From an optimization exercise on the open Yosys and OpenROAD flow, aimed at small area and a short achievable clock period; shortcuts taken in it are not production practice. The RTL was checked by simulation tests, not by an equivalence proof against the original design.

## fir_pipe_1
module fir_pipe_1(
    input clk,
    input reset_p,
    input [15:0]x,
    output [15:0]y
    );
    reg [15:0] d [1:19];
    integer i;
    always @(posedge clk or posedge reset_p) begin
        if (reset_p) begin
            for (i = 1; i <= 19; i = i + 1) d[i] <= 16'd0;
        end else begin
            d[1] <= x;
            for (i = 2; i <= 19; i = i + 1) d[i] <= d[i-1];
        end
    end
    reg [16:0] p0;
    reg [16:0] p1;
    reg [16:0] p2;
    reg [16:0] p3;
    reg [16:0] p4;
    always @(posedge clk or posedge reset_p) begin
        if (reset_p) begin
            p0 <= 17'd0;
            p1 <= 17'd0;
            p2 <= 17'd0;
            p3 <= 17'd0;
            p4 <= 17'd0;
        end else begin
            p0 <= {d[9][15], d[9]} + {d[19][15], d[19]};
            p1 <= {d[10][15], d[10]} + {d[18][15], d[18]};
            p2 <= {d[11][15], d[11]} + {d[17][15], d[17]};
            p3 <= {d[12][15], d[12]} + {d[16][15], d[16]};
            p4 <= {d[13][15], d[13]} + {d[15][15], d[15]};
        end
    end
    wire fs1, fc2;
    assign fs1 = p0[6] ^ p1[7];
    assign fc2 = p0[6] & p1[7];
    wire fs3, fc4;
    fa3 ufs3 (.a(p1[8]), .b(p1[3]), .c(p2[10]), .s(fs3), .co(fc4));
    wire fs5, fc6;
    fa3 ufs5 (.a(p2[7]), .b(p2[5]), .c(p4[9]), .s(fs5), .co(fc6));
    wire fs7, fc8;
    fa3 ufs7 (.a(p0[8]), .b(p1[9]), .c(p1[4]), .s(fs7), .co(fc8));
    wire fs9, fc10;
    fa3 ufs9 (.a(p2[11]), .b(p2[8]), .c(p2[6]), .s(fs9), .co(fc10));
    wire fs11, fc12;
    fa3 ufs11 (.a(p0[9]), .b(p1[10]), .c(p1[5]), .s(fs11), .co(fc12));
    wire fs13, fc14;
    fa3 ufs13 (.a(p2[12]), .b(p2[9]), .c(p2[7]), .s(fs13), .co(fc14));
    wire fs15, fc16;
    fa3 ufs15 (.a(p3[0]), .b(p4[11]), .c(p4[8]), .s(fs15), .co(fc16));
    wire fs17, fc18;
    assign fs17 = p4[5] ^ d[15][9];
  ...
export LEC_CHECK = 0
export CAP_MARGIN = 20
export CORE_MARGIN = 2
export CORE_UTILIZATION = 40
export CTS_BUF_LIST = sky130_fd_sc_hd__clkbuf_4 sky130_fd_sc_hd__clkbuf_8
export CTS_CLUSTER_SIZE = 20
export SLEW_MARGIN = 20
export SYNTH_HIERARCHICAL = 1
create_clock -name core_clock -period 10.0 [get_ports {clk}]
standard.sh (not shown) runs the stock make flow with config.mk's settings and CLKGATE_MAP_FILE= SYNTH_SCRIPT=/design/flow/synth_recipe.tcl, a recipe that flattens the netlist after the stock synthesis.
==> flow/flow/run.sh <==
#!/bin/bash
# Standard layout flow, with the timing repair steps asked to leave a setup
# margin below the clock period (the constraints themselves are unchanged).
set -euo pipefail
bash standard.sh SETUP_SLACK_MARGIN=${FLOW_MARGIN:-6.9} finish > standard.log 2>&1
The first run finished with timing, DRC and antenna clean.
Rerun with:
- CTS_BUF_LIST: sky130_fd_sc_hd__clkbuf_4 sky130_fd_sc_hd__clkbuf_8 -> default
- CTS_CLUSTER_SIZE: 20 -> default
Clock-buffer cell count goes down by 66. Setup slack gets worse by 18 ps. Core utilization came out lower by 0.20 points. Design area falls by 0.42%. Die area does not change. Wire length is about the same. Area after synthesis does not change. Sequential share of layout area went up by 0.16 points.

* * *

Setup of the baseline:
Another version of the RTL of fir_pipe_1 (not shown whole).
Size in the first run: roughly 1600 cells after synthesis, ~520 flip-flops, roughly 34 I/O pins, ~23000 um2 of cells after synthesis.
clock: 10.0 ns
lec_check: 0
cap_margin: 20
core_margin: 2
core_utilization: 40
cts_buf_list: sky130_fd_sc_hd__clkbuf_8 sky130_fd_sc_hd__clkbuf_16
cts_cluster_diameter: 100
cts_cluster_size: 30
slew_margin: 20
synth_hierarchical: 1
==> flow/flow/run.sh <==
#!/bin/bash
# Standard layout flow, with the timing repair steps asked to leave a setup
# margin below the clock period (the constraints themselves are unchanged).
set -euo pipefail
bash standard.sh SETUP_SLACK_MARGIN=${FLOW_MARGIN:-7.1} finish > standard.log 2>&1
Input changes introduced in the candidate (baseline for comparison: the baseline):
Settings: CTS_CLUSTER_DIAMETER: 100 -> 60; CTS_CLUSTER_SIZE: 30 -> 25; GPL_ROUTABILITY_DRIVEN: unset -> 0; CTS_BUF_LIST: sky130_fd_sc_hd__clkbuf_8 sky130_fd_sc_hd__clkbuf_16 -> sky130_fd_sc_hd__clkbuf_16; CORE_UTILIZATION: 40 -> 50.
diff --git a/flow/flow/run.sh b/flow/flow/run.sh
--- a/flow/flow/run.sh
+++ b/flow/flow/run.sh
@@ -5 +5 @@
-bash standard.sh SETUP_SLACK_MARGIN=${FLOW_MARGIN:-7.1} finish > standard.log 2>&1
+bash standard.sh SETUP_SLACK_MARGIN=${FLOW_MARGIN:-6.9} finish > standard.log 2>&1
Cmp the candidate and the baseline / worst setup slack / higher: the candidate. Compared with the baseline, in the candidate number of tap cells inserted has decreased, design area has decreased, detailed-route vias per instance has increased. Global-route usage ends up lower on the baseline. Against the baseline, the candidate comes in 12 higher on count of clock buffers in the final design.

* * *

fir_pipe_1 again, from the RTL that the note above started with.
export LEC_CHECK = 0
export CAP_MARGIN = 20
export CORE_MARGIN = 2
export CORE_UTILIZATION = 50
export CTS_BUF_LIST = sky130_fd_sc_hd__clkbuf_16
export CTS_CLUSTER_DIAMETER = 80
export CTS_CLUSTER_SIZE = 25
export GPL_ROUTABILITY_DRIVEN = 0
export PLACE_DENSITY = 0.7
export SLEW_MARGIN = 20
export SYNTH_HIERARCHICAL = 1
create_clock -name core_clock -period 10.0 [get_ports {clk}]
==> flow/flow/run.sh <==
#!/bin/bash
# Standard layout flow, with the timing repair steps asked to leave a setup
# margin below the clock period (the constraints themselves are unchanged).
set -euo pipefail
bash standard.sh SETUP_SLACK_MARGIN=${FLOW_MARGIN:-6.9} finish > standard.log 2>&1
The starting point produced a clean layout.
Change:
- CORE_UTILIZATION: 50 -> 60
- CTS_CLUSTER_DIAMETER: 80 -> 70
- PLACE_DENSITY: 0.7 -> unset
Non-clock buffer count climbs by 27.
Cell count fell by 2.1%.
Utilization rises by 13 points.
Routed wire length climbs by 3.0%.
Global-route usage rises by 4.6 points.
Clock skew is higher by 0.017 ns.
Die area drops by 16%.

[re-timing with driven ports]
How much do the figures lean on ideal ports? The routed layouts below were timed once more, with nothing changed but the port constraints. Step 1, drivers: a clkbuf_16 drives clk and a buf_2 each remaining input, both assumed. Step 2 moves the port delays by t, midway between the first and last clock arrival at a register: inputs arrive t later, outputs are due t later. That takes back most of the time a late clock gives input paths. a / b / c = ideal / step 1 / step 2; a / b = the first two.
run	t, ns	slack for setup (ns)	hold slack, ns	worst setup path at the end	cell pins on the clock port's net
the first run of note 1	0.726	6.691 / 6.691 / 6.530	0.336 / 0.336 / 0.336	input, reset recovery	1
the second run of note 1	0.661	6.674 / 6.674 / 6.595	0.343 / 0.343 / 0.343	input, reset recovery	1
the baseline	0.619	6.848 / 6.848 / 6.848	0.328 / 0.328 / 0.328	register to register	1
the candidate	0.620	6.856 / 6.856 / 6.856	0.320 / 0.320 / 0.320	register to register	1
the first run of note 3	0.627	6.864 / 6.863 / 6.864	0.314 / 0.314 / 0.314	register to register	1
the second run of note 3	0.601	6.837 / 6.837 / 6.837	0.318 / 0.318 / 0.318	register to register	1
After both steps setup and hold are still met in every run listed. For the first run of note 1, which loses most, drivers alone change the setup slack by 0.000 ns; drivers and shift together by -0.161 ns. The worst setup slack also covers recovery checks on asynchronous resets.
